What follows belongs to an exercise in optimizing a design on an open flow for small area and a short achievable clock period; a production flow would make more cautious choices. Function was checked by simulation only, so behaviour that the tests miss may differ from the original.

`flow/run.sh`:
```
#!/bin/bash
# synth_recipe.tcl (not shown) runs the flow's synth.tcl, then flattens the netlist and writes it again
# the make line also repeats each setting of config.mk as NAME=value (left out here)
make -C /OpenROAD-flow-scripts/flow DESIGN_CONFIG=/design/flow/config.mk WORK_HOME=/design/flow/orfs CLKGATE_MAP_FILE= SYNTH_SCRIPT=/design/flow/synth_recipe.tcl finish
```
`flow/config.mk`:
```
export PLATFORM = sky130hd
export DESIGN_NAME = InvertSQRoot
export DESIGN_NICKNAME = InvertSQRoot
export VERILOG_FILES = /design/flow/design.v
export SDC_FILE = /design/flow/constraint.sdc
export NUM_CORES = 4
export LEC_CHECK = 0
export CAP_MARGIN = 20
export CORE_MARGIN = 2
export CORE_UTILIZATION = 40
export SLEW_MARGIN = 20
```
`flow/constraint.sdc`:
```
create_clock -name core_clock -period 8.0 [get_ports {clk}]
set_input_delay 1.6000 -clock core_clock [delete_from_list [all_inputs] [get_ports {clk}]]
set_output_delay 1.6000 -clock core_clock [all_outputs]
set_load 0.01 [all_outputs]
```
`flow/design.v`:
```
`timescale 1ns / 1ps
module Init_InvSQRoot(
    input wire [31:0] DataIn,
    input wire clk,
    input wire rst,
    input wire ce,
    output reg [31:0] DataOut,
    output reg [31:0] Half_DataIN,
    output reg ce_out
    );
reg [31:0] Half_DataIN_nxt;
reg [31:0] DataOut_nxt;
reg ce_out_nxt;
localparam  MAGIC = 32'h5f3759df;
always@ (posedge clk) begin
    if(rst) begin
        DataOut <= 0;
        Half_DataIN <= 0;
        ce_out <= 0;
        ce_out_nxt <= 1;
        end
    else if(!ce_out) begin
        DataOut <= DataOut_nxt;
        Half_DataIN <= Half_DataIN_nxt;
        ce_out <= ce;
        end
    else begin
        DataOut <= DataOut_nxt;
        Half_DataIN <= Half_DataIN_nxt;
        ce_out <= ce;
        end
    end
always@* begin
    Half_DataIN_nxt = {1'b0, DataIn[30:23] - 8'b0000_0001, DataIn[22:0]};  
    DataOut_nxt = MAGIC - (DataIn >> 1);  
end
endmodule
`timescale 1ns / 1ps
module Multiplication(
    input wire clk,
    input wire rst,
    input wire ce,
    input wire [31:0] Number_1,
    input wire [31:0] Number_2,
    output reg [31:0] Product,
    output reg [31:0] Init_data,
    output reg Valid,
    output reg ce_out
);
reg [47:0] M_Square, M_Square_nxt;
reg [31:0] Product_nxt, Init_temp;
reg [7:0]  E_Square, E_Square_nxt;
reg ce_out_nxt;
localparam Sign = 1'b0;
always@ (posedge clk) begin
    if(rst) begin
        Product <= 0;
        ce_out_nxt <= 0;
        ce_out <= 0;
        end
    else if(!ce_out) begin
        Product  <= Product_nxt;
        E_Square <= E_Square_nxt;
        M_Square <= M_Square_nxt;
        Init_temp <= Number_1;
        Init_data <= Init_temp;
        ce_out_nxt <= ce;
        ce_out <= ce_out_nxt;
        end
    else begin
        Product  <= Product_nxt;
        E_Square <= E_Square_nxt;
        M_Square <= M_Square_nxt;
        Init_temp <= Number_1;
        Init_data <= Init_temp;
        ce_out_nxt <= ce;
        ce_out <= ce_out_nxt;
        end
    end
always@* begin 
    E_Square_nxt = Number_1[30:23] + Number_2[30:23] - 127;             
    M_Square_nxt = ( {1'b1, Number_1[22:0]} * {1'b1, Number_2[22:0]} ); 
    Product_nxt = {Sign, E_Square + M_Square[47], ( M_Square[47] ? M_Square[46:24] : M_Square[45:23] )};     
    if(ce_out) Valid = 1'b1;
    else Valid = 1'b0;
end
endmodule
`timescale 1ns / 1ps
module Substraction(
    input wire clk,
    input wire rst,
    input wire ce,
    input wire [31:0] NumB,
    input wire [31:0] Init,
    output reg [31:0] NumOut,
    output reg [31:0] Init_data,
    output reg ce_out
);
reg [31:0] NumOut_nxt, Init_temp, Init_temp1;
reg [23:0] Sub_mantissa, Sub_mantissa_nxt, M_Norm, M_Norm_nxt;
reg [7:0]  E_Norm, E_Norm_nxt;
reg ce_nxt, ce_out_nxt;
integer i;
localparam OneAndHalf = {1'b0, 8'b01111111, 23'b10000000000000000000000};
localparam E_max = 8'b01111111;
localparam Sign = 1'b0;
always@ (posedge clk) begin
    if(rst) begin
        NumOut <= 0;
        ce_nxt <= 0;
        ce_out_nxt <= 0;
        ce_out <= 0;
        end
    else if(!ce_out) begin
        NumOut <= NumOut_nxt;
        Sub_mantissa <= Sub_mantissa_nxt;
        M_Norm <= M_Norm_nxt;
        E_Norm <= E_Norm_nxt;
        Init_temp  <= Init;
        Init_temp1 <= Init_temp;
        Init_data  <= Init_temp1;
        ce_nxt <= ce;
        ce_out_nxt <= ce_nxt;
        ce_out <= ce_out_nxt;
        end
    else begin
        NumOut <= NumOut_nxt;
        Sub_mantissa <= Sub_mantissa_nxt;
        M_Norm <= M_Norm_nxt;
        E_Norm <= E_Norm_nxt;
        Init_temp  <= Init;
        Init_temp1 <= Init_temp;
        Init_data  <= Init_temp1;
        ce_nxt <= ce;
        ce_out_nxt <= ce_nxt;
        ce_out <= ce_out_nxt;
        end
    end
always@* begin
    Sub_mantissa_nxt = ( {1'b1, OneAndHalf[22:0]} ) - ( {1'b1, NumB[22:0]} >> (OneAndHalf[30:23] - NumB[30:23]) );  
    M_Norm_nxt = Sub_mantissa << 24;
    E_Norm_nxt = E_max - 23;
    for (i = 1; i <= 23; i = i + 1)
        if (Sub_mantissa[i] == 1) begin M_Norm_nxt = Sub_mantissa << (24 - i); E_Norm_nxt = E_max - (23 - i); end
    NumOut_nxt = {Sign, E_Norm, M_Norm[23:1]};
    end
endmodule
`timescale 1ns / 1ps
module NewtonApprox(
    input wire clk,
    input wire rst,
    input wire ce,
    input wire [31:0] Data_in1,
    input wire [31:0] Data_in2,
    output wire [31:0] Data_out,
    output wire Valid
    );
wire [31:0] InitData_1, InitData_2, InitData_3, Data_mul_square, Data_mul_by_1_5, Data_sub, Data_result;
wire ce_1, ce_2, ce_3;
Multiplication Multiplication_x2_y(
    .clk(clk),
    .rst(rst),
    .ce(ce),
    .Number_1(Data_in1),
    .Number_2(Data_in2),
    .Product(Data_mul_by_1_5),
    .Init_data(InitData_1),
    .Valid(),
    .ce_out(ce_1)
    );
Multiplication Multiplication_x2y_y(
    .clk(clk),
    .rst(rst),
    .ce(ce_1),
    .Number_1(InitData_1),
    .Number_2(Data_mul_by_1_5),
    .Product(Data_mul_square),
    .Init_data(InitData_2),
    .Valid(),
    .ce_out(ce_2)
    );
Substraction Substraction(
    .clk(clk),
    .rst(rst),
    .ce(ce_2),
    .NumB(Data_mul_square),
    .Init(InitData_2),
    .NumOut(Data_sub),
    .Init_data(InitData_3),
    .ce_out(ce_3)
    );
Multiplication Multiplication_y_by_rest(
    .clk(clk),
    .rst(rst),
    .ce(ce_3),
    .Number_1(InitData_3),
    .Number_2(Data_sub),
    .Product(Data_result),
    .Init_data(),
    .Valid(Valid),
    .ce_out()
    );
assign Data_out = Data_result;
endmodule
`timescale 1ns / 1ps
module InvertSQRoot(
    input wire clk,
    input wire rst,
    input wire ce,
    input wire [31:0] DataIn,
    output reg [31:0] DataOut,
    output reg DataValid
    );
wire [31:0] InitData, Half_DataIN, Data_result;
wire Valid, ce_1;
Init_InvSQRoot Init_InvSQRoot(
    .clk(clk),
    .rst(rst),
    .ce(ce),
    .DataIn(DataIn),
    .DataOut(InitData),
    .Half_DataIN(Half_DataIN),
    .ce_out(ce_1)
    );
NewtonApprox NewtonApprox_1(
    .clk(clk),
    .rst(rst),
    .ce(ce_1),
    .Data_in1(InitData),
    .Data_in2(Half_DataIN),
    .Data_out(Data_result),
    .Valid(Valid)
    );
always@ (posedge clk) begin
    if(rst) begin
        DataValid <= 1'b0;
        end
    else if(!Valid) begin
        DataOut <= DataOut;
        DataValid <= Valid;
        end
    else begin
        DataOut  <= Data_result;
        DataValid <= Valid;
        end
    end
endmodule
```
==> impl_metrics.ini <==
[layout]
area_growth_pct = 8.79
final_area_um2 = 84100
fin_util = 0.437
fill_cells = 18500
finish.net_count = 9942
drive_gt1_frac = 0.0568
n_antenna_cell = 0
layout_commonest_cell = inv_1
final_cell_mix = inv_1, fa_1, nand2_1, and2_1, ha_1

[worst_setup_path]
crit_fanout = 10
path_common_cell = fa_1
critical_path_class = flip-flop to flip-flop
critPathLaunchType = flip-flop
crit_family = adder cells
cp_data_required_time_ns = 8.37
arrival_ns = 8.08
end_kind = flip-flop
worstPathCellList = nand2_1, fa_1, fa_1, inv_1, fa_1, fa_1, fa_1, fa_1, inv_1, fa_1, inv_1, ha_1, nand2_1, nor4_1, nor3b_1, o31ai_1, buf_4, o211ai_1, nand2_1, o31ai_2, o41ai_1, buf_4, a211o_1
max_stage_delay_ns = 0.79
path_buf_inv = 5
slowest_stage = dfxtp_1

[grt]
antenna_found_initial = 3
overflow = 0
grt_max_degree = 150
track_usage = 0.208
grt_first_pass_wirelength_um = 322000
grt_pass1_vias = 57500

[yosys]
netlist_instances = 7890
syn-cell-area_um2 = 77300
synth_area_per_cell_um2 = 9.80
synthArstFlopShare = 0
syn_nets = 9920
dominantRegCellSynth = edfxtp_1
ys_seq_area_frac = 0.205
yosys_warnings = 4
netlist-cell-type-count = 95
synth_seq_cells = 593
synth_edf_count = 399

[routing]
wl_per_cell_um = 19.0
wirelength_um = 200000
drt-vias-per-instance = 5.02
post-route-drc-count = 0
postRouteAntennaNets = 0
drtIter0Drc = 3215
dr.pass1.iters = 6
vias = 52700

[sta]
tightest_slew_ns = 1.04
setup_tns_ns = 0
setup_viol = 0
rsz0062_at_grt = no
skew_ns = 0.0436
fin_crit_sh = 0.964
max_slew_margin = 0.305
fin_crit_ns = 7.71
drv_slew = 0
hold-worst-slack_ns = 0.393
fmax_mhz = 130
hold_viol = 0

[cts]
cts_num_sinks = 593
cts_tree = built
cts_buffers = 66
h-tree-depth = 3
hold_buffers = 0
clockBufferDepth = 3
clk_pin_slew_worst_paths_ns = 0.06
clkLatencyLatePin_ns = 0.64
cts-root-buf = clkbuf_16

[die]
initial_core_util = 0.402
die_h_um = 444
dieArea_um2 = 197000
ios = 68
die_x_um = 444
num_rows = 161
core-area_um2 = 192000

[placed_design]
hpwl_um = 159000
placed_area_um2 = 81800
io_buffers = 66
gp_congestion = 0.906

[job]
maxCapViolations = 0

[worst_hold_path]
min_path_type = flip-flop to flip-flop

[run_status]
status = no timing/DRC/antenna violations
layout make-up:
type,count,area (µm²),share of cell area
multi-input cells,5095,53100,0.632
flip-flops and latches,593,15900,0.189
inverters,1800,6760,0.0805
well taps,2526,3160,0.0376
repair buffers,356,2940,0.0350
clock buffers,87,1890,0.0224
clock inverters,33,324,0.00385
metal layers:
layer | part of all wire | track usage
met3 | 0.054 | 0.0289
met5 | 0.000065 | 0
met1 | 0.43 | 0.276
met4 | 0.031 | 0.0616
met2 | 0.49 | 0.354
cells by family (layout without fill, tap and decap cells):
logic type      after synthesis  in the layout  synth area share
flops                       593            593             0.205
xor+xnor                    152            152            0.0172
compound gates              572            572            0.0482
fa+ha+maj                  1995           1995             0.463
other cells                   1              1         0.0000485
simple gates               2267           2267             0.143
mux                         108            108            0.0155
buf+inv                    2202           2276             0.108
per-stage QoR:
| step | setup WS (ns) | cells |
|---|---|---|
| floorplan | 0.0774 | 7890 |
| global placement | 0.199 | 10400 |
| detailed placement | 0.121 | 10400 |
| CTS | 0.0980 | 10500 |
| global route | 0.00555 | 10500 |
| finish | 0.288 | 10500 |
path summary, 6_finish.rpt:
check	slack, ns	endpoint	cells past startpoint	start
max	0.29	flip-flop	23	NewtonApprox_1.Substraction.NumOut[10]
min	0.39	DataOut[21]	0	flip-flop
max reg2reg	0.29	flip-flop	23	NewtonApprox_1.Substraction.NumOut[10]
min reg2reg	0.39	DataOut[21]	0	flip-flop
Yosys cell counts (all sizes together), types with 9 or more instances:
cell | n | area share
and2 | 721 | 0.058
nand2b | 16 | 0.0013
o221ai | 10 | 0.0011
nand4 | 23 | 0.0019
o21bai | 22 | 0.0021
clkinv | 13 | 0.00063
o31ai | 9 | 0.00087
buf | 36 | 0.0026
nand3 | 50 | 0.0032
nor2b | 83 | 0.0067
nand2 | 920 | 0.045
fa | 1446 | 0.37
a31oi | 15 | 0.0012
xor2 | 62 | 0.0070
o311ai | 12 | 0.0014
mux2i | 98 | 0.013
xnor2 | 90 | 0.010
o211ai | 35 | 0.0035
a211oi | 27 | 0.0028
inv | 1787 | 0.087
dfxtp | 194 | 0.050
o21ai | 99 | 0.0064
clkbuf | 366 | 0.018
a21oi | 192 | 0.012
nor3 | 37 | 0.0024
a21o | 39 | 0.0038
edfxtp | 399 | 0.16
nor2 | 347 | 0.017
and3 | 24 | 0.0020
o21a | 19 | 0.0018
ha | 549 | 0.089
registers in the layout, summed over array words and instances (netlist names), 5 cells and up:
| signal | cells |
|---|---|
| DataOut | 31 |
| Init_InvSQRoot.Half_DataIN | 31 |
| NewtonApprox_1.Multiplication_x2_y.Init_data | 31 |
| NewtonApprox_1.Multiplication_x2_y.Init_temp | 31 |
| NewtonApprox_1.Multiplication_x2_y.Product | 31 |
| NewtonApprox_1.Multiplication_x2y_y.Init_data | 31 |
| NewtonApprox_1.Multiplication_x2y_y.Init_temp | 31 |
| NewtonApprox_1.Multiplication_x2y_y.Product | 31 |
| NewtonApprox_1.Multiplication_y_by_rest.Product | 31 |
| NewtonApprox_1.Substraction.Init_data | 31 |
| NewtonApprox_1.Substraction.Init_temp1 | 31 |
| NewtonApprox_1.Substraction.Init_temp | 31 |
| Init_InvSQRoot.DataOut | 30 |
| NewtonApprox_1.Substraction.NumOut | 29 |
| NewtonApprox_1.Multiplication_x2_y.M_Square | 25 |
| NewtonApprox_1.Multiplication_x2y_y.M_Square | 25 |
| NewtonApprox_1.Multiplication_y_by_rest.M_Square | 25 |
| NewtonApprox_1.Substraction.Sub_mantissa | 24 |
| NewtonApprox_1.Substraction.M_Norm | 23 |
| NewtonApprox_1.Multiplication_x2_y.E_Square | 8 |
| NewtonApprox_1.Multiplication_x2y_y.E_Square | 8 |
| NewtonApprox_1.Multiplication_y_by_rest.E_Square | 8 |
| NewtonApprox_1.Substraction.E_Norm | 5 |
timing repair:
item                                    in CTS  in global routing
resized for setup                            0                 16
buffers inserted                             0                  7
endpoints found under the setup margin       0                 20

## port drivers added, routing unchanged
The flow's constraints put no driver on any port. The routed layout listed below was extracted and timed again, unchanged, in two steps.
Step 1 assumes that a clkbuf_16 drives the clock port and a buf_2 every other input.
Step 2 also shifts input and output timing later by t, the mid clock arrival at the registers, as if the neighbouring blocks saw the same clock.
Slacks: ideal ports / drivers / drivers and shift; pairs: ideal ports / drivers.
t (ns): 0.695
slack for setup (ns): 0.288 / 0.288 / 0.288
hold WS [ns]: 0.393 / 0.393 / 0.393
worst setup path after step 2: register to register
worst data-port slew with drivers (ns): 0.05
After both steps this run still meets setup and hold. For this run, drivers alone change the setup slack by 0.000 ns; drivers and shift together by 0.000 ns.
